This is an optimization exercise on Yosys and OpenROAD, whose aim is small area and a short achievable clock period, not a production implementation. No run shown here included a check of the RTL's function; only the layout flow was run.

==> flow/design.v, too long to show whole: its modules and the start of the top module <==
// module thumb: 479 lines
// module thumb_mul: 1181 lines
module thumb (read_instruction_n, instruction_address,
              instruction, read_data_n, write_data_n,
              data_address, data_in, data_out, reset_n, clk);
  // ...
==> flow/flow/run.sh <==
#!/bin/bash
export BUFFER_PORTS_ARGS="-buffer_cell sky130_fd_sc_hd__buf_4"
bash standard.sh > standard.log 2>&1
==> flow/standard.sh <==
#!/bin/bash
# synth_recipe.tcl (not shown) runs the flow's synth.tcl, then flattens the netlist and writes it again
# the make line also repeats each setting of config.mk as NAME=value (left out here)
make -C /OpenROAD-flow-scripts/flow DESIGN_CONFIG=/design/flow/config.mk WORK_HOME=/design/flow/orfs CLKGATE_MAP_FILE= SYNTH_SCRIPT=/design/flow/synth_recipe.tcl "${@:-finish}"
==> flow/config.mk <==
export PLATFORM = sky130hd
export DESIGN_NAME = thumb
export DESIGN_NICKNAME = thumb
export VERILOG_FILES = /design/flow/design.v
export SDC_FILE = /design/flow/constraint.sdc
export NUM_CORES = 4
export LEC_CHECK = 0
export ABC_AREA = 1
export CAP_MARGIN = 40
export CORE_MARGIN = 2
export CORE_UTILIZATION = 30
export GPL_ROUTABILITY_DRIVEN = 1
export PLACE_DENSITY = 0.45
export SLEW_MARGIN = 20
==> flow/constraint.sdc <==
create_clock -name core_clock -period 15.0 [get_ports {clk}]
set_input_delay 3.0000 -clock core_clock [delete_from_list [all_inputs] [get_ports {clk}]]
set_output_delay 3.0000 -clock core_clock [all_outputs]
set_load 0.01 [all_outputs]
==> reports/metrics.cfg, run 1 <==
[outcome]
status = no timing/DRC/antenna violations

[sta]
slew_violations = 0
finalCritPeriodShare_pct = 33.5
worst_pin_slew_ns = 1.00

[synth]
syn-num-nets = 6614
yosysTopAreaCell = edfxtp_1
syn-cell-area_sq_um = 49500
synthMuxAreaShare_pct = 0.430
avgSynthCellArea_sq_um = 7.95

[final_layout]
nClkBuffers = 107
nNetsFinal = 6697

[route]
wl_met2_mm = 112
firstDrtPassIters = 6
route.detailed.drc = 0
via_per_inst = 5.70

[clock_network]
numCtsBuffers = 88
clock-sinks = 706
cts.path.max_buffers = 3
htree_levels = 3

[critical_path]
slowest_stage = dfxtp_1
critPathMaxStageDelay_ns = 0.66
crit_path_end = branch_taken
cp_cell_sequence = inv_1 -> fa_1 -> fa_1 -> inv_1 -> ha_1 -> inv_1 -> o21bai_1 -> a21boi_0 -> nand2_1 -> nor2_1 -> nand2_1 -> nand2_1 -> nand2_1 -> inv_1 -> nand2_1 -> nor2_1 -> nand3_1 -> nand2_1 -> nand2_1 -> nand2_1 -> nand2_1 -> nand3b_1 -> o21bai_1 -> a21oi_1
critPathBufInv = 4
crit_cells = 24
worstSetupStartpointType = register

[place]
placed_cell_area_sq_um = 53600

[hold_path]
min_path_type = reg -> reg

[global_routing]
grt-ovfl-total = 0
use_met3_pct = 7.38

[die]
die_area_sq_um = 168000

==> module thumb, before the edit <==
module thumb (read_instruction_n, instruction_address,
              instruction, read_data_n, write_data_n,
              data_address, data_in, data_out, reset_n, clk);
  output read_instruction_n;
  output [31:0] instruction_address;
  input [15:0] instruction;
  output read_data_n;
  output write_data_n;
  output [31:0] data_address;
  input [31:0] data_in;
  output [31:0] data_out;
  input reset_n;
  input clk;
  reg read_data_n, write_data_n;
  reg [31:0] PC, SP, LR;
  reg [31:0] R [0:7];
  reg [7:0] rvalid;           
  reg N_Flag, Z_Flag, C_Flag, V_Flag;
  reg n_mul, z_exr, z_mul;    
  reg [15:0] IF_IR;
  reg if_bub;                 
  reg branch_taken;
  reg [31:0] opA, opB, opS;
  reg [15:0] e_one, e_two, e_neg;   
  reg e_a32, e_b32, e_cin1, e_cinc;
  reg e_radd, e_rlog, e_rshr, e_rshl, e_rmul;
  reg [3:0] e_tt;
  reg e_fill;
  reg e_fN, e_fZ, e_fC, e_fV;
  reg e_lsr0, e_zpre, e_rorc, e_sbc;
  reg e_wb, e_ld, e_st;
  reg [2:0] e_rd;
  reg [2:0] e_ldt;            
  reg e_spwe, e_lrwe, e_lror1, e_br, e_bc;
  reg [3:0] e_cond;
  reg [31:0] EXR, DR, MR, MU;   
  reg w_we, w_ld, w_mul;
  reg [2:0] w_rd;
  reg [2:0] w_ldt;
  assign read_instruction_n = 1'b0;
  assign instruction_address = PC;
  assign data_address = EXR;
  assign data_out = DR;
  integer i;
  wire ldb = w_ldt[0], ldh = w_ldt[1], lds = w_ldt[2];
  wire [31:0] wb_data;
  wire [31:0] q1 = EXR ^ DR ^ MR;
  wire [31:0] q2 = {(EXR[30:0] & DR[30:0]) | (MR[30:0] & (EXR[30:0] ^ DR[30:0])), 1'b0};
  wire [31:0] q3 = q1 ^ q2 ^ MU;
  wire [31:0] q4 = {(q1[30:0] & q2[30:0]) | (MU[30:0] & (q1[30:0] ^ q2[30:0])), 1'b0};
  wire [31:0] P = q3 + q4;
  wire [31:0] wr = w_mul ? P : EXR;
  assign wb_data[7:0] = w_ld ? data_in[7:0] : wr[7:0];
  assign wb_data[15:8] = w_ld ? (ldb ? {8{lds & data_in[7]}} : data_in[15:8])
                              : wr[15:8];
  assign wb_data[31:16] = w_ld ? (ldb ? {16{lds & data_in[7]}} :
                                  ldh ? {16{lds & data_in[15]}} :
                                  data_in[31:16]) : wr[31:16];
  wire exv = ~branch_taken;
  wire cin = e_cinc ? C_Flag : e_cin1;
  wire [33:0] S0 = {e_a32, opA, 1'b1} + {e_b32, opB, cin};
  wire [32:0] S = S0[33:1];
  wire [32:0] ag = {e_a32, opA} & {e_b32, opB};
  wire [32:0] ap = {e_a32, opA} ^ {e_b32, opB};
  wire [31:0] L;
  genvar g;
  generate for (g = 0; g < 32; g = g + 1) begin : lg
    assign L[g] = e_tt[{opA[g], opB[g]}];
  end endgenerate
  wire [32:0] sh0 = {opA, 1'b0};
  wire [32:0] sh1 = opB[0] ? {e_fill, sh0[32:1]} : sh0;
  wire [32:0] sh2 = opB[1] ? {{2{e_fill}}, sh1[32:2]} : sh1;
  wire [32:0] sh3 = opB[2] ? {{4{e_fill}}, sh2[32:4]} : sh2;
  wire [32:0] sh4 = opB[3] ? {{8{e_fill}}, sh3[32:8]} : sh3;
  wire [32:0] sh5 = opB[4] ? {{16{e_fill}}, sh4[32:16]} : sh4;
  wire [32:0] sh6 = opB[5] ? {{32{e_fill}}, sh5[32]} : sh5;
  wire [31:0] SH = sh6[32:1];
  wire shc = sh6[0];
  wire [31:0] SHL;
  generate for (g = 0; g < 32; g = g + 1) begin : rv
    assign SHL[g] = SH[31-g];
  end endgenerate
  wire [31:0] ms, mc, mt, mu;
  thumb_mul mul (.a(opA), .one(e_one), .two(e_two), .neg(e_neg), .s(ms), .c(mc), .t(mt), .u(mu));
  wire [31:0] res = ({32{e_radd}} & S[31:0]) | ({32{e_rlog}} & L) |
                    ({32{e_rshr}} & SH) | ({32{e_rshl}} & SHL);
  wire Nn = e_lsr0 ? shc : res[31];
  wire N_eff = n_mul ? P[31] : N_Flag;
  wire Z_eff = z_exr ? (EXR == 32'b0) : (z_mul ? (P == 32'b0) : Z_Flag);
  wire s1ones = ((ag[0] | (ap[0] & cin)) ^ ap[1]) & (&(ag[29:1] ^ ap[30:2]));
  wire T31 = S[31] ^ (e_sbc & s1ones);
  wire T32 = S[32] ^ (e_sbc & s1ones & S[31]);
  wire Cn = e_radd ? T32 : (e_rorc ? opA[31] : shc);
  wire Vn = T32 ^ T31;
  wire e_wp = e_rmul | e_sbc;    
  reg cpass;
  always @* begin
    case (e_cond)
      4'b0000: cpass = Z_eff;
      4'b0001: cpass = ~Z_eff;
      4'b0010: cpass = C_Flag;
      4'b0011: cpass = ~C_Flag;
      4'b0100: cpass = N_eff;
      4'b0101: cpass = ~N_eff;
      4'b0110: cpass = V_Flag;
      4'b0111: cpass = ~V_Flag;
      4'b1000: cpass = C_Flag & ~Z_eff;
      4'b1001: cpass = ~C_Flag & Z_eff;
      4'b1010: cpass = (N_eff == V_Flag);
      4'b1011: cpass = (N_eff != V_Flag);
      4'b1100: cpass = ~Z_eff & (N_eff == V_Flag);
      4'b1101: cpass = Z_eff & (N_eff != V_Flag);
      default: cpass = 1'b1;
    endcase
  end
  wire sp_we = exv & e_spwe;
  wire lr_we = exv & e_lrwe;
  wire [31:0] SP_next = sp_we ? S[31:0] : SP;
  wire [31:0] LR_next = lr_we ? {S[31:1], S[0] | e_lror1} : LR;
  wire [15:0] ir = IF_IR;
  wire idv = ~if_bub & ~branch_taken;
  function [2:0] hibit;
    input [7:0] l;
    integer k;
    begin
      hibit = 3'd0;
      for (k = 0; k < 8; k = k + 1)
        if (l[k]) hibit = k;
    end
  endfunction
  wire [15:0] in = instruction;
  wire n_dp = (in[15:10] == 6'b010000);
  wire n_i8 = (in[15:13] == 3'b001);
  wire n_push = (in[15:8] == 8'b10110100);
  wire [2:0] ix_n = n_i8 ? in[10:8] : (n_dp ? in[2:0] : in[5:3]);
  wire [2:0] iy_n = n_dp ? in[5:3] : in[8:6];
  wire [2:0] iz_n = n_push ? hibit(in[7:0]) :
                    ((in[15:12] == 4'b1001) ? in[10:8] : in[2:0]);
  reg [2:0] ix, iy, iz;
  always @(posedge clk) begin
    ix <= ix_n; iy <= iy_n; iz <= iz_n;
  end
  wire [2:0] found = hibit(ir[7:0]);
  wire is_push = (ir[15:8] == 8'b10110100);
  function [31:0] rread;
    input [2:0] idx;
    input [255:0] rf;
    input [7:0] vld;
    integer k;
    reg [7:0] sel;
    begin
      sel = 8'b0;
      sel[idx] = 1'b1;
      sel = sel & vld;
      rread = {32{~|sel}};
      for (k = 0; k < 8; k = k + 1)
        rread = rread | ({32{sel[k]}} & rf[32*k +: 32]);
    end
  endfunction
  wire [255:0] rflat = {R[7], R[6], R[5], R[4], R[3], R[2], R[1], R[0]};
  wire [31:0] X = rread(ix, rflat, rvalid);
  wire [31:0] Y = rread(iy, rflat, rvalid);
  wire [31:0] Zr = rread(iz, rflat, rvalid);
  wire fwd = is_push & w_we & (w_rd == iz);
  wire [31:0] Zv = fwd ? wb_data : Zr;
  wire [31:0] Xrev;
  generate for (g = 0; g < 32; g = g + 1) begin : xr
    assign Xrev[g] = X[31-g];
  end endgenerate
  wire [31:0] pc2 = PC + 32'd2;
  reg [2:0] asel;      
  reg [1:0] bsel;      
  reg [3:0] ksel;      
  reg binv;
  reg a32, b32, cin1, cinc;
  reg radd, rlog, rshr, rshl, rmul;
  reg [3:0] tt;
  reg fill_s;          
  reg fN, fZ, fC, fV;
  reg lsr0, rorc;
  reg sbc;             
  reg wb, ld, st;
  reg [2:0] rd, ldt;
  reg spwe, lrwe, lror1, br, bc;
  reg [1:0] amode;     
  reg ror;
  wire [7:0] rs8 = Y[7:0];
  wire [4:0] imm5 = ir[10:6];
  reg [5:0] amt;
  always @* begin
    case (amode)
      2'd0: amt = {1'b0, imm5};
      2'd1: amt = (imm5 == 5'd0) ? 6'd32 : {1'b0, imm5};
      2'd2: amt = (rs8 > 8'd32) ? 6'd33 : rs8[5:0];
      default: amt = ror ? {1'b0, rs8[4:0]} :
                     ((rs8 >= 8'd32) ? 6'd32 : {1'b0, rs8[4:0]});
    endcase
  end
  always @* begin
    asel = 3'd0; bsel = 2'd0; ksel = 4'd0; binv = 1'b0;
    a32 = 1'b0; b32 = 1'b0; cin1 = 1'b0; cinc = 1'b0;
    radd = 1'b0; rlog = 1'b0; rshr = 1'b0; rshl = 1'b0; rmul = 1'b0;
    tt = 4'b0000; fill_s = 1'b0;
    fN = 1'b0; fZ = 1'b0; fC = 1'b0; fV = 1'b0;
    lsr0 = 1'b0; rorc = 1'b0; sbc = 1'b0;
    wb = 1'b0; ld = 1'b0; st = 1'b0; rd = ir[2:0]; ldt = 3'b000;
    spwe = 1'b0; lrwe = 1'b0; lror1 = 1'b0; br = 1'b0; bc = 1'b0;
    amode = 2'd0; ror = 1'b0;
    case (ir[15:13])
      3'b000: begin
        if (ir[12:11] == 2'b11) begin     
          radd = 1'b1; wb = 1'b1; fN = 1'b1; fZ = 1'b1;
          bsel = ir[10] ? 2'd2 : 2'd0;    
          ksel = 4'd0;
          binv = ir[9]; b32 = ir[9]; cin1 = ir[9];
          if (ir[10] == 1'b0 || ir[9] == 1'b1 || ir[8:6] != 3'b000) begin
            fC = 1'b1; fV = 1'b1;
          end
        end
        else begin                        
          wb = 1'b1; fN = 1'b1; fZ = 1'b1; fC = 1'b1;
          bsel = 2'd3;
          case (ir[12:11])
            2'b00: begin asel = 3'd1; rshl = 1'b1; amode = 2'd0; end
            2'b01: begin rshr = 1'b1; amode = 2'd1; lsr0 = (imm5 == 5'd0); end
            default: begin rshr = 1'b1; amode = 2'd1; fill_s = 1'b1; end
          endcase
        end
      end
      3'b001: begin                       
        rd = ir[10:8]; fN = 1'b1; fZ = 1'b1;
        bsel = 2'd2; ksel = 4'd1;
        case (ir[12:11])
          2'b00: begin rlog = 1'b1; tt = 4'b1010; wb = 1'b1; end        
          2'b01: begin radd = 1'b1; binv = 1'b1; b32 = 1'b1; cin1 = 1'b1;
                       fC = 1'b1; fV = 1'b1; end                          
          2'b10: begin radd = 1'b1; wb = 1'b1; fC = 1'b1; fV = 1'b1; end  
          default: begin radd = 1'b1; binv = 1'b1; b32 = 1'b1; cin1 = 1'b1;
                       wb = 1'b1; fC = 1'b1; fV = 1'b1; end               
        endcase
      end
      3'b010: begin
        if (ir[12:10] == 3'b000) begin    
          fN = 1'b1; fZ = 1'b1;
          case (ir[9:6])
            4'h0: begin rlog = 1'b1; tt = 4'b1000; wb = 1'b1; end   
            4'h1: begin rlog = 1'b1; tt = 4'b0110; wb = 1'b1; end   
            4'h2: begin asel = 3'd1; bsel = 2'd3; amode = 2'd2; rshl = 1'b1;
                        fC = 1'b1; wb = 1'b1; end                   
            4'h3: begin bsel = 2'd3; amode = 2'd2; rshr = 1'b1;
                        fC = 1'b1; wb = 1'b1; end                   
            4'h4: begin bsel = 2'd3; amode = 2'd3; rshr = 1'b1; fill_s = 1'b1;
                        fC = 1'b1; wb = 1'b1; end                   
            4'h5: begin radd = 1'b1; cinc = 1'b1; fC = 1'b1; fV = 1'b1;
                        wb = 1'b1; end                              
            4'h6: begin radd = 1'b1; binv = 1'b1; b32 = 1'b1; cinc = 1'b1;
                        sbc = 1'b1; fC = 1'b1; fV = 1'b1; wb = 1'b1; end  
            4'h7: begin bsel = 2'd3; amode = 2'd3; ror = 1'b1; rshr = 1'b1;
                        fC = (rs8 != 8'd0); rorc = (rs8[4:0] == 5'd0);
                        wb = 1'b1; end                              
            4'h8: begin rlog = 1'b1; tt = 4'b1000; end              
            4'h9: begin radd = 1'b1; asel = 3'd7; binv = 1'b1; b32 = ~Y[31];
                        cin1 = 1'b1; fC = 1'b1; fV = 1'b1; wb = 1'b1; end  
            4'hA: begin radd = 1'b1; binv = 1'b1; b32 = 1'b1; cin1 = 1'b1;
                        fC = 1'b1; fV = 1'b1; end                   
            4'hB: begin radd = 1'b1; fC = 1'b1; fV = 1'b1; end      
            4'hC: begin rlog = 1'b1; tt = 4'b1110; end             
            4'hD: begin rmul = 1'b1; wb = 1'b1; end                 
            4'hE: begin rlog = 1'b1; tt = 4'b0100; wb = 1'b1; end   
            default: begin rlog = 1'b1; tt = 4'b0101; wb = 1'b1; end  
          endcase
        end
        else if (ir[12:11] == 2'b01) begin    
          asel = 3'd3; bsel = 2'd2; ksel = 4'd5; radd = 1'b1;
          ld = 1'b1; wb = 1'b1; rd = ir[10:8];
        end
        else if (ir[12] == 1'b1) begin        
          radd = 1'b1;
          case (ir[11:9])
            3'b000: st = 1'b1;
            3'b001: st = 1'b1;
            3'b010: st = 1'b1;
            3'b011: begin ld = 1'b1; ldt = 3'b101; end
            3'b100: begin ld = 1'b1; ldt = 3'b000; end
            3'b101: begin ld = 1'b1; ldt = 3'b010; end
            3'b110: begin ld = 1'b1; ldt = 3'b001; end
            default: begin ld = 1'b1; ldt = 3'b110; end
          endcase
          wb = ld;
        end
      end
      3'b011: begin                       
        radd = 1'b1; bsel = 2'd2;
        ksel = ir[12] ? 4'd3 : 4'd2;      
        ld = ir[11]; st = ~ir[11]; wb = ir[11];
        ldt = ir[12] ? 3'b001 : 3'b000;
      end
      3'b100: begin
        radd = 1'b1; bsel = 2'd2;
        ld = ir[11]; st = ~ir[11]; wb = ir[11];
        if (ir[12] == 1'b0) begin         
          ksel = 4'd4; ldt = 3'b010;
        end
        else begin                        
          asel = 3'd5; ksel = 4'd5; rd = ir[10:8];
        end
      end
      3'b101: begin
        if (ir[12] == 1'b0) begin         
          radd = 1'b1; bsel = 2'd2; ksel = 4'd5; wb = 1'b1; rd = ir[10:8];
          asel = ir[11] ? 3'd5 : 3'd3;
        end
        else if (ir[11:8] == 4'b0000) begin   
          radd = 1'b1; bsel = 2'd2; ksel = 4'd6; asel = 3'd5; spwe = 1'b1;
          binv = ir[7]; cin1 = ir[7];
        end
        else if (ir[11:8] == 4'b0100) begin   
          radd = 1'b1; bsel = 2'd2; ksel = 4'd8; asel = 3'd5; spwe = 1'b1;
          st = 1'b1;
        end
        else if (ir[11:8] == 4'b1100) begin   
          rlog = 1'b1; tt = 4'b1100; bsel = 2'd2; ksel = 4'd7; asel = 3'd5;
          spwe = 1'b1; ld = 1'b1; wb = 1'b1; rd = found;
        end
      end
      3'b110: begin
        if (ir[12] == 1'b1) begin
          if (ir[11:8] == 4'b1111) begin      
            radd = 1'b1; asel = 3'd2; bsel = 2'd2; ksel = 4'd13; br = 1'b1;
          end
          else if (ir[11:8] != 4'b1110) begin  
            radd = 1'b1; asel = 3'd4; bsel = 2'd2; ksel = 4'd9; bc = 1'b1;
          end
        end
      end
      default: begin
        case (ir[12:11])
          2'b00: begin radd = 1'b1; asel = 3'd4; bsel = 2'd2; ksel = 4'd10;
                       br = 1'b1; end           
          2'b10: begin radd = 1'b1; asel = 3'd2; bsel = 2'd2; ksel = 4'd11;
                       lrwe = 1'b1; end         
          2'b11: begin radd = 1'b1; asel = 3'd6; bsel = 2'd2; ksel = 4'd12;
                       lrwe = 1'b1; lror1 = 1'b1; br = 1'b1; end   
          default: ;
        endcase
      end
    endcase
  end
  reg [31:0] K;
  always @* begin
    case (ksel)
      4'd0: K = {29'b0, ir[8:6]};
      4'd1: K = {24'b0, ir[7:0]};
      4'd2: K = {25'b0, ir[10:6], 2'b0};
      4'd3: K = {27'b0, ir[10:6]};
      4'd4: K = {26'b0, ir[10:6], 1'b0};
      4'd5: K = {22'b0, ir[7:0], 2'b0};
      4'd6: K = {23'b0, ir[6:0], 2'b0};
      4'd7: K = 32'd4;
      4'd8: K = 32'hfffffffc;
      4'd9: K = {{23{ir[7]}}, ir[7:0], 1'b0};
      4'd10: K = {{20{ir[10]}}, ir[10:0], 1'b0};
      4'd11: K = {{9{ir[10]}}, ir[10:0], 12'b0};
      4'd12: K = {20'b0, ir[10:0], 1'b0};
      default: K = 32'hfffffffe;
    endcase
  end
  reg [31:0] A_d, B_d;
  always @* begin
    case (asel)
      3'd0: A_d = X;
      3'd1: A_d = Xrev;
      3'd2: A_d = PC;
      3'd3: A_d = {PC[31:2], 2'b00};
      3'd4: A_d = pc2;
      3'd5: A_d = SP_next;
      3'd6: A_d = LR_next;
      default: A_d = 32'b0;
    endcase
    case (bsel)
      2'd0: B_d = Y ^ {32{binv}};
      2'd2: B_d = K ^ {32{binv}};
      default: B_d = {26'b0, amt};
    endcase
  end
  always @(posedge clk) begin
    opA <= A_d;
    opB <= B_d;
    opS <= Zv;
    for (i = 0; i < 16; i = i + 1) begin
      e_one[i] <= Y[2*i] ^ ((i == 0) ? 1'b0 : Y[2*i-1]);
      e_two[i] <= (Y[2*i+1] & ~Y[2*i] & ~((i == 0) ? 1'b0 : Y[2*i-1])) |
                  (~Y[2*i+1] & Y[2*i] & ((i == 0) ? 1'b0 : Y[2*i-1]));
      e_neg[i] <= Y[2*i+1];
    end
    e_a32 <= a32; e_b32 <= b32; e_cin1 <= cin1; e_cinc <= cinc;
    e_radd <= radd; e_rlog <= rlog; e_rshr <= rshr; e_rshl <= rshl;
    e_rmul <= rmul;
    e_tt <= tt;
    e_fill <= fill_s & X[31];
    e_lsr0 <= lsr0; e_zpre <= (X == 32'b0); e_rorc <= rorc; e_sbc <= sbc;
    e_rd <= rd; e_ldt <= ldt;
    e_cond <= ir[11:8];
    e_lror1 <= lror1;
    e_fN <= idv & fN; e_fZ <= idv & fZ; e_fC <= idv & fC; e_fV <= idv & fV;
    e_wb <= idv & wb; e_ld <= idv & ld; e_st <= idv & st;
    e_spwe <= idv & spwe; e_lrwe <= idv & lrwe;
    e_br <= idv & br; e_bc <= idv & bc;
  end
  always @(negedge reset_n or posedge clk) begin
    if (~reset_n) begin
      PC <= 32'b0;
      if_bub <= 1'b1;
    end
    else begin
      PC <= branch_taken ? EXR : pc2;
      if_bub <= branch_taken;
    end
  end
  always @(posedge clk) IF_IR <= instruction;
  always @(negedge reset_n or posedge clk) begin
    if (~reset_n) begin
      branch_taken <= 1'b0;
      read_data_n <= 1'b1;
      write_data_n <= 1'b1;
      w_we <= 1'b0;
      SP <= 32'b0;
      LR <= 32'b0;
      N_Flag <= 1'b0;
      Z_Flag <= 1'b0;
      n_mul <= 1'b0;
      z_exr <= 1'b0;
      z_mul <= 1'b0;
      C_Flag <= 1'b0;
      V_Flag <= 1'b0;
    end
    else begin
      branch_taken <= exv & (e_br | (e_bc & cpass));
      read_data_n <= ~(exv & e_ld);
      write_data_n <= ~(exv & e_st);
      w_we <= exv & e_wb;
      SP <= SP_next;
      LR <= LR_next;
      if (exv & e_fN) begin
        N_Flag <= Nn; n_mul <= e_wp;
      end
      else begin
        N_Flag <= N_eff; n_mul <= 1'b0;
      end
      if (exv & e_fZ) begin
        Z_Flag <= e_zpre; z_exr <= ~e_lsr0 & ~e_wp; z_mul <= e_wp;
      end
      else begin
        Z_Flag <= Z_eff; z_exr <= 1'b0; z_mul <= 1'b0;
      end
      if (exv & e_fC) C_Flag <= Cn;
      if (exv & e_fV) V_Flag <= Vn;
    end
  end
  always @(posedge clk) begin
    EXR <= e_rmul ? ms : res;
    MR <= {32{e_rmul}} & mt;
    MU <= {32{e_rmul}} & mu;
    DR <= e_rmul ? mc : (e_sbc ? 32'd2 : opS);
    w_mul <= e_wp;
    w_rd <= e_rd;
    w_ld <= e_ld;
    w_ldt <= e_ldt;
  end
  always @(negedge reset_n or posedge clk) begin
    if (~reset_n)
      rvalid <= 8'b0;
    else if (w_we)
      rvalid[w_rd] <= 1'b1;
  end
  always @(posedge clk) begin
    if (w_we) R[w_rd] <= wb_data;
  end
endmodule
==> inputs of run 2 (changes only) <==
--- a/flow/design.v
+++ b/flow/design.v
@@ -50,4 +50,5 @@
   wire [31:0] q4 = {(q1[30:0] & q2[30:0]) | (MU[30:0] & (q1[30:0] ^ q2[30:0])), 1'b0};
   wire [31:0] P = q3 + q4;
+  wire Pz = ~|((q3 ^ q4) ^ {q3[30:0] | q4[30:0], 1'b0});
   wire [31:0] wr = w_mul ? P : EXR;
   assign wb_data[7:0] = w_ld ? data_in[7:0] : wr[7:0];
@@ -87,5 +88,5 @@
   wire Nn = e_lsr0 ? shc : res[31];
   wire N_eff = n_mul ? P[31] : N_Flag;
-  wire Z_eff = z_exr ? (EXR == 32'b0) : (z_mul ? (P == 32'b0) : Z_Flag);
+  wire Z_eff = z_exr ? (EXR == 32'b0) : (z_mul ? Pz : Z_Flag);
   wire s1ones = ((ag[0] | (ap[0] & cin)) ^ ap[1]) & (&(ag[29:1] ^ ap[30:2]));
   wire T31 = S[31] ^ (e_sbc & s1ones);
--- a/flow/config.mk
+++ b/flow/config.mk
@@ -7,8 +7,10 @@
 export LEC_CHECK = 0
 export ABC_AREA = 1
-export CAP_MARGIN = 40
+export CAP_MARGIN = 20
 export CORE_MARGIN = 2
-export CORE_UTILIZATION = 30
+export CORE_UTILIZATION = 45
+export CTS_CLUSTER_DIAMETER = 100
+export CTS_CLUSTER_SIZE = 20
 export GPL_ROUTABILITY_DRIVEN = 1
-export PLACE_DENSITY = 0.45
+export PLACE_DENSITY = 0.6
 export SLEW_MARGIN = 20
==> run 2 against run 1 <==
Critical endpoint is now R[0][30]. Non-clock buffer count decreased by 55. Sequential share of layout area increased by 1.1 points. Die area decreased by 31%. Largest cell class unchanged. Core utilization increased by 14 points.
==> reports/metrics.cfg, run 2 <==
[global_routing]
grt_max_degree = 74
grtUsageTotal_pct = 41.5
grt-ovfl-total = 0  ; unchanged
antenna_found_initial = 15
grt_pass1_wl_mm = 347
grt_pass1_vias = 47400

[critical_path]
worstSetupPathType = reg -> reg
slowest_stage = o21ai_0
arrival_ns = 5.42
critPathMaxStageDelay_ns = 0.60  ; -0.06 ns
critPathBufInv = 2  ; -2
critPathMaxFanout = 8
cp_cell_sequence = fa_1 -> inv_1 -> fa_1 -> inv_1 -> ha_1 -> nand2_1 -> nand2_1 -> o21ai_0 -> o21ai_0 -> nand2_1 -> nand2_1 -> nand2_1 -> nand2_1 -> nand2_1 -> nand2_1 -> a21oi_1 -> o21ai_0 -> o211ai_1 -> nand2_1
path_delay_family = adder cells
worstSetupStartpointType = register
crit_top_cell = nand2_1
cp-end-kind = register
crit_required_ns = 15.50

[sta]
final.setup.tns_ns = 0
period_needed_ns = 4.92
worst_pin_slew_ns = 1.21  ; +0.210 ns
fmax_mhz = 203
finalCritPeriodShare_pct = 32.8  ; -0.70 points
hold_viol_final = 0
clock_skew_ns = 0.0480
timing.slew.headroom_pct = 18.7
setup_viol = 0
grt_setup_unrepaired = false
slew_violations = 0  ; unchanged

[place]
portBuffers = 147
routabilityCongestion = 1.05
hpwl_mm = 181

[synth]
syn-cell-area_sq_um = 50700  ; +2.3%
synthTopCellsByArea = edfxtp_1 15%, dfxtp_1 13%, nand2_1 9.0%, fa_1 8.7%, inv_1 6.8%
yosysTopAreaCell = edfxtp_1
synth_common_cells = 1221 x nand2_1, 914 x inv_1, 421 x o21ai_0, 421 x o22ai_1, 397 x nor2_1
ys_ff_latch = 706
syn_inst = 6451
yosysMostFrequentCell = nand2_1
synth.distinct_cells = 79
synth_edf_count = 256
avgSynthCellArea_sq_um = 7.85  ; -1.2%
yosys_warnings = 1
yosysSeqAreaShare_pct = 34.1
async_reset_ff_share_pct = 16.3
synth_ff_type = dfxtp_1
syn-num-nets = 6866  ; +3.8%
synth_top_area_share_pct = 15.2

[route]
vias = 50200
wl_per_cell_microns = 30.8
route.detailed.drc = 0  ; unchanged
firstDrtPassIters = 6  ; unchanged
ant_nets = 0
first_iter_violations = 7862
via_per_inst = 6.29  ; +10%
drt-total-wl_mm = 246

[clock_network]
clock_latency_ns = 0.71
clock-sinks = 706  ; unchanged
htree_levels = 2  ; -1
cts_root_buf = clkbuf_16
cts.path.max_buffers = 3  ; unchanged
cts_resized = 0
ctsHoldBuffers = 0
cts_setup_buffers = 0
clk_pin_slew_ns = 0.09
numCtsBuffers = 47  ; -47%
cts_tree = built

[final_layout]
top_register = R
largest_reg_flops = 256
drive_above_1_share_pct = 7.74
syn2layout_area_growth_pct = 8.38
final_common_cell = nand2_1
nNetsFinal = 6854  ; +2.3%
final_cell_mix = 1221 x nand2_1, 913 x inv_1, 421 x o22ai_1

[die]
core_sq_um = 112000
die_area_sq_um = 115000  ; -31%
io_pins = 149
initial_core_util_pct = 45.2
die_w_microns = 340
die_h_microns = 340
rows = 123

[hold_path]
min_path_type = reg -> reg

[outcome]
status = no timing/DRC/antenna violations

[flow_run]
maxCapViolCount = 0

[run 2: changes by cell type in the layout (fill, tap and decap cells not counted), moves of 15 or more]
cell and delta:
a221oi_1 -23, nand4_1 +22, buf_4 -30, o22ai_1 -21, clkinv_2 -24, a21oi_1 -30
nor3_1 +15, clkbuf_16 -39, nor2_1 +34, ha_1 +29, nand2_1 +179
[run 2: final cells by class]
class                           instances  area [sq um]
Antenna cell                            3          7.51
Clock buffer                           69          1300
Clock inverter                         17           186
Fill cell                           11100         57100
Inverter                              980          3680
Multi-Input combinational cell       4432         28500
Sequential cell                       706         17300
Tap cell                             1500          1880
Timing Repair Buffer                  272          2040
[run 2: final timing paths]
kind	slack, ns	cells after the start	start	endpoint
worst min register to register	0.32	0	e_rd[2]	w_rd[2]
worst max register to register	10.08	19	EXR[4]	R[0][30]
worst min-delay path	0.32	0	e_rd[2]	w_rd[2]
max in group asynchronous	11.35	2	reset_n	SP[21]
worst max-delay path	10.08	19	EXR[4]	R[0][30]
min in group asynchronous	2.29	1	reset_n	rvalid[2]
[run 2: cells by family (layout without fill, tap and decap cells)]
logic type,Yosys count,after routing,synth area share (%)
muxes,16,16,0.319
buffers and inverters,1313,1338,9.96
other,1,4,0.00740
and+or+nand+nor,2102,2102,17.7
adders and majority gates,365,365,12.3
AOI/OAI and AO/OA,1582,1582,19.3
xor gates and xnor gates,366,366,6.34
DFF,706,706,34.1
[run 2: through the flow]
stage	utilization [%]	setup WS [ns]	instance area, sq um	hold slack [ns]	instances
final	49.0	10.08	54900	0.324	7979
after global routing	49.0	9.86	54900	0.331	7976
after CTS	49.0	10.19	54900	0.331	7975
after detailed placement	47.6	9.74	53400	0.316	7889
after global placement	47.6	9.80	53400	0.315	7889
after floorplan	-	10.81	50700	0.310	6451
[run 2: metal layers]
metal	share of wire, %	GRT usage [%]
met4	7.1	23.9
met2	41	59.9
met1	38	54.2
met3	14	13.8
met5	0.040	0
==> inputs of run 3 (changes only) <==
==> flow/flow/run.sh (replaced) <==
#!/bin/bash
export BUFFER_PORTS_ARGS="-buffer_cell sky130_fd_sc_hd__buf_4"
bash standard.sh SETUP_SLACK_MARGIN=10.4 finish > standard.log 2>&1
==> run 3 against run 2 <==
First-iteration DRC count fell by 1.7%. Global-route usage barely moved. Still clean on timing, DRC and antenna. Largest cell class unchanged. Routed wire length rose by 0.15%. Via count rose by 0.49%. Die area did not move. Fmax rose by 3.8%.
==> reports/metrics.cfg, run 3 <==
[synth]
yosys_warnings = 1  ; unchanged
synth_ff_type = dfxtp_1
syn-num-nets = 6866  ; unchanged
synth_edf_count = 256  ; unchanged
synth_top_area_share_pct = 15.2  ; unchanged
ys_ff_latch = 706  ; unchanged
synth.distinct_cells = 79  ; unchanged
synthTopCellsByArea = edfxtp_1 15%, dfxtp_1 13%, nand2_1 9.0%, fa_1 8.7%, inv_1 6.8%
async_reset_ff_share_pct = 16.3  ; unchanged
yosysTopAreaCell = edfxtp_1
yosysMostFrequentCell = nand2_1
syn_inst = 6451  ; unchanged
yosysSeqAreaShare_pct = 34.1  ; unchanged
syn-cell-area_sq_um = 50700  ; unchanged
synth_common_cells = 1221 x nand2_1, 914 x inv_1, 421 x o21ai_0, 421 x o22ai_1, 397 x nor2_1
avgSynthCellArea_sq_um = 7.85  ; unchanged

[die]
die_area_sq_um = 115000  ; unchanged
io_pins = 149  ; unchanged
rows = 123  ; unchanged
core_sq_um = 112000  ; unchanged
die_h_microns = 340  ; unchanged
initial_core_util_pct = 45.2  ; unchanged
die_w_microns = 340  ; unchanged

[final_layout]
nNetsFinal = 6856  ; +0.029%
final_cell_mix = 1220 x nand2_1, 913 x inv_1, 421 x o22ai_1
final_common_cell = nand2_1
finish.instance_area_sq_um = 55000  ; +0.14%
syn2layout_area_growth_pct = 8.53
ff_latch_area_sq_um = 17300  ; about the same
final_util_pct = 49.1  ; +0.070 points
top_register = R
largest_reg_flops = 256  ; unchanged
drive_above_1_share_pct = 8.07  ; +0.34 points
fill_cells = 11100  ; -0.099%
multiInputGateArea_sq_um = 28600  ; +0.17%

[critical_path]
slowest_stage = a221oi_1
critPathMaxFanout = 27  ; +19
worstSetupStartpointType = register
critPathMaxStageDelay_ns = 1.06  ; +0.46 ns
arrival_ns = 5.26  ; -0.16 ns
cp_cell_sequence = inv_1 -> ha_1 -> xnor2_1 -> nand2_1 -> buf_4 -> inv_1 -> a221oi_1 -> nand4_1 -> a221oi_1 -> nand4_1
worstSetupPathType = reg -> reg
r2r_slack_ns = 10.26  ; +0.18 ns
r2r-end = opA[24]
crit_required_ns = 15.52  ; +0.02 ns
cp-end-kind = register
r2r-start = ix[0]
ff2ff_path_depth = 10  ; -9

[place]
hpwl_mm = 181  ; unchanged
placed_cell_area_sq_um = 53400  ; unchanged
routabilityCongestion = 1.05  ; unchanged
portBuffers = 147  ; unchanged

[clock_network]
cts.path.max_buffers = 3  ; unchanged
ctsHoldBuffers = 0  ; unchanged
htree_levels = 2  ; unchanged
clock_latency_ns = 0.71  ; about the same
cts_tree = built
clock-sinks = 706  ; unchanged
clk_pin_slew_ns = 0.09  ; about the same
numCtsBuffers = 47  ; unchanged
cts_root_buf = clkbuf_16

[sta]
slew_violations = 0  ; unchanged
hold_viol_final = 0  ; unchanged
timing.slew.headroom_pct = 20.5  ; +1.8 points
setup_viol = 0  ; unchanged
grt_setup_unrepaired = false
finalCritPeriodShare_pct = 31.6  ; -1.2 points
period_needed_ns = 4.74  ; -0.179 ns
fmax_mhz = 211  ; +3.8%
worst_pin_slew_ns = 1.18  ; -0.0288 ns
final.setup.tns_ns = 0  ; unchanged
clock_skew_ns = 0.0494  ; +0.00141 ns

[route]
via_per_inst = 6.32  ; +0.45%
route.detailed.drc = 0  ; unchanged
ant_nets = 0  ; unchanged
first_iter_violations = 7730  ; -1.7%
drt-total-wl_mm = 246  ; +0.15%
firstDrtPassIters = 8  ; +2
vias = 50400  ; +0.49%
wl_per_cell_microns = 30.8  ; +0.12%

[global_routing]
grt_max_degree = 74  ; unchanged
grtUsageTotal_pct = 41.5  ; about the same
grt_pass1_vias = 47400  ; -0.023%
antenna_found_initial = 14  ; -1
grt-ovfl-total = 0  ; unchanged
grt_pass1_wl_mm = 347  ; about the same

[hold_path]
hold_path_depth = 0  ; unchanged
hold_end = w_rd[2]
holdCritStartpoint = e_rd[2]
min_path_type = reg -> reg

[outcome]
status = no timing/DRC/antenna violations

[flow_run]
maxCapViolCount = 0  ; unchanged

## run 3: cell types whose count changed in the layout (fill, tap and decap cells not counted), sizes merged
cell	previous run	this run
clkinvlp	0	1
clkinv	39	38
diode	3	4
buf	272	274
## run 3: through the flow
| stage | hold WS [ns] | instances | worst slack [ns] |
|---|---|---|---|
| 6_report | 0.323 | 7982 | 10.26 |
| 3_5_place_dp | 0.316 | 7889 | 9.74 |
| 4_1_cts | 0.331 | 7975 | 10.42 |
| 3_3_place_gp | 0.315 | 7889 | 9.80 |
| 5_1_grt | 0.331 | 7978 | 10.38 |
| 2_1_floorplan | 0.310 | 6451 | 10.81 |
## run 3: cell families (layout without fill, tap and decap cells)
group	count (synthesis)	in the layout	synth area share [%]
adders and majority gates	365	365	12.3
other	1	5	0.00740
DFF	706	706	34.1
and+or+nand+nor	2102	2102	17.7
muxes	16	16	0.319
AOI/OAI and AO/OA	1582	1582	19.3
buffers and inverters	1313	1340	9.96
xor gates and xnor gates	366	366	6.34
## run 3: what timing repair did
item / 4_1_cts / 5_1_grt
pin swaps: 0 / 2
endpoints found under the setup margin: 47 / 127
buffers inserted: 0 / 2
gates resized for setup: 5 / 27
## run 3: critical path, delay by kind of cell, from the launching register on
family	cells	cell delay [ns]
AOI/OAI and AO/OA	2	1.64
buffers and inverters	3	1.08
and+or+nand+nor	3	0.92
DFF	1	0.39
adders and majority gates	1	0.26
xor gates and xnor gates	1	0.20
## run 3: cell type report
class                      instances  share of cell area (%)
clock buffer                      69                    2.37
multi-input combinational       4432                    52.0
tap                             1500                    3.41
sequential                       706                    31.5
antenna                            4                  0.0182
inverter                         980                    6.71
clock inverter                    17                   0.339
timing repair buffer             274                    3.74
## run 3: worst max-delay path by stage
stage / from / endpoint / slack, ns / cells after the start
global placement: data_in[15] / R[3][22] / 9.80 / 5
CTS: EXR[6] / opS[21] / 10.42 / 15
finish: ix[0] / opA[24] / 10.26 / 10
detailed placement: data_in[15] / R[2][22] / 9.74 / 5
floorplan: data_in[15] / R[0][21] / 10.81 / 5
global route: EXR[4] / R[5][30] / 10.38 / 20
## run 3: layer usage
layer,track usage [%],vias up,share of wire (%)
met3,13.8,864,14
met4,23.8,14,7.3
met1,54.2,24100,37
met2,60.0,3817,41
met5,0,-,0.043
li1,-,21700,-

==> static timing again, ports no longer ideal <==
In the flow no input, the clock included, has a driving cell. The finished layouts below were timed again as built, in two steps. Step 1, drivers: a clkbuf_16 drives clk and a buf_2 each remaining input, both assumed. Step 2 also shifts input and output timing later by t, the mid clock arrival at the registers, as if the neighbouring blocks saw the same clock. a / b / c = no drivers / after step 1 / after step 2; a / b = the first two.
| run | shift t [ns] | setup slack, ns | worst hold slack (ns) | slew at the worst register clock pin (ns) | pins driven straight from the clock port |
|---|---|---|---|---|---|
| run 1 | 0.797 | 9.978 / 9.978 / 9.900 | 0.324 / 0.324 / 0.324 | 0.07 / 0.07 | 1 |
| run 2 | 0.767 | 10.083 / 10.083 / 9.792 | 0.324 / 0.324 / 0.324 | 0.10 / 0.10 | 1 |
| run 3 | 0.762 | 10.262 / 10.262 / 9.826 | 0.323 / 0.323 / 0.323 | 0.10 / 0.10 | 1 |
After both steps every run listed still meets setup and hold. The setup slack of run 3, which loses most, moves by 0.000 ns with the drivers and by -0.436 ns with both steps.
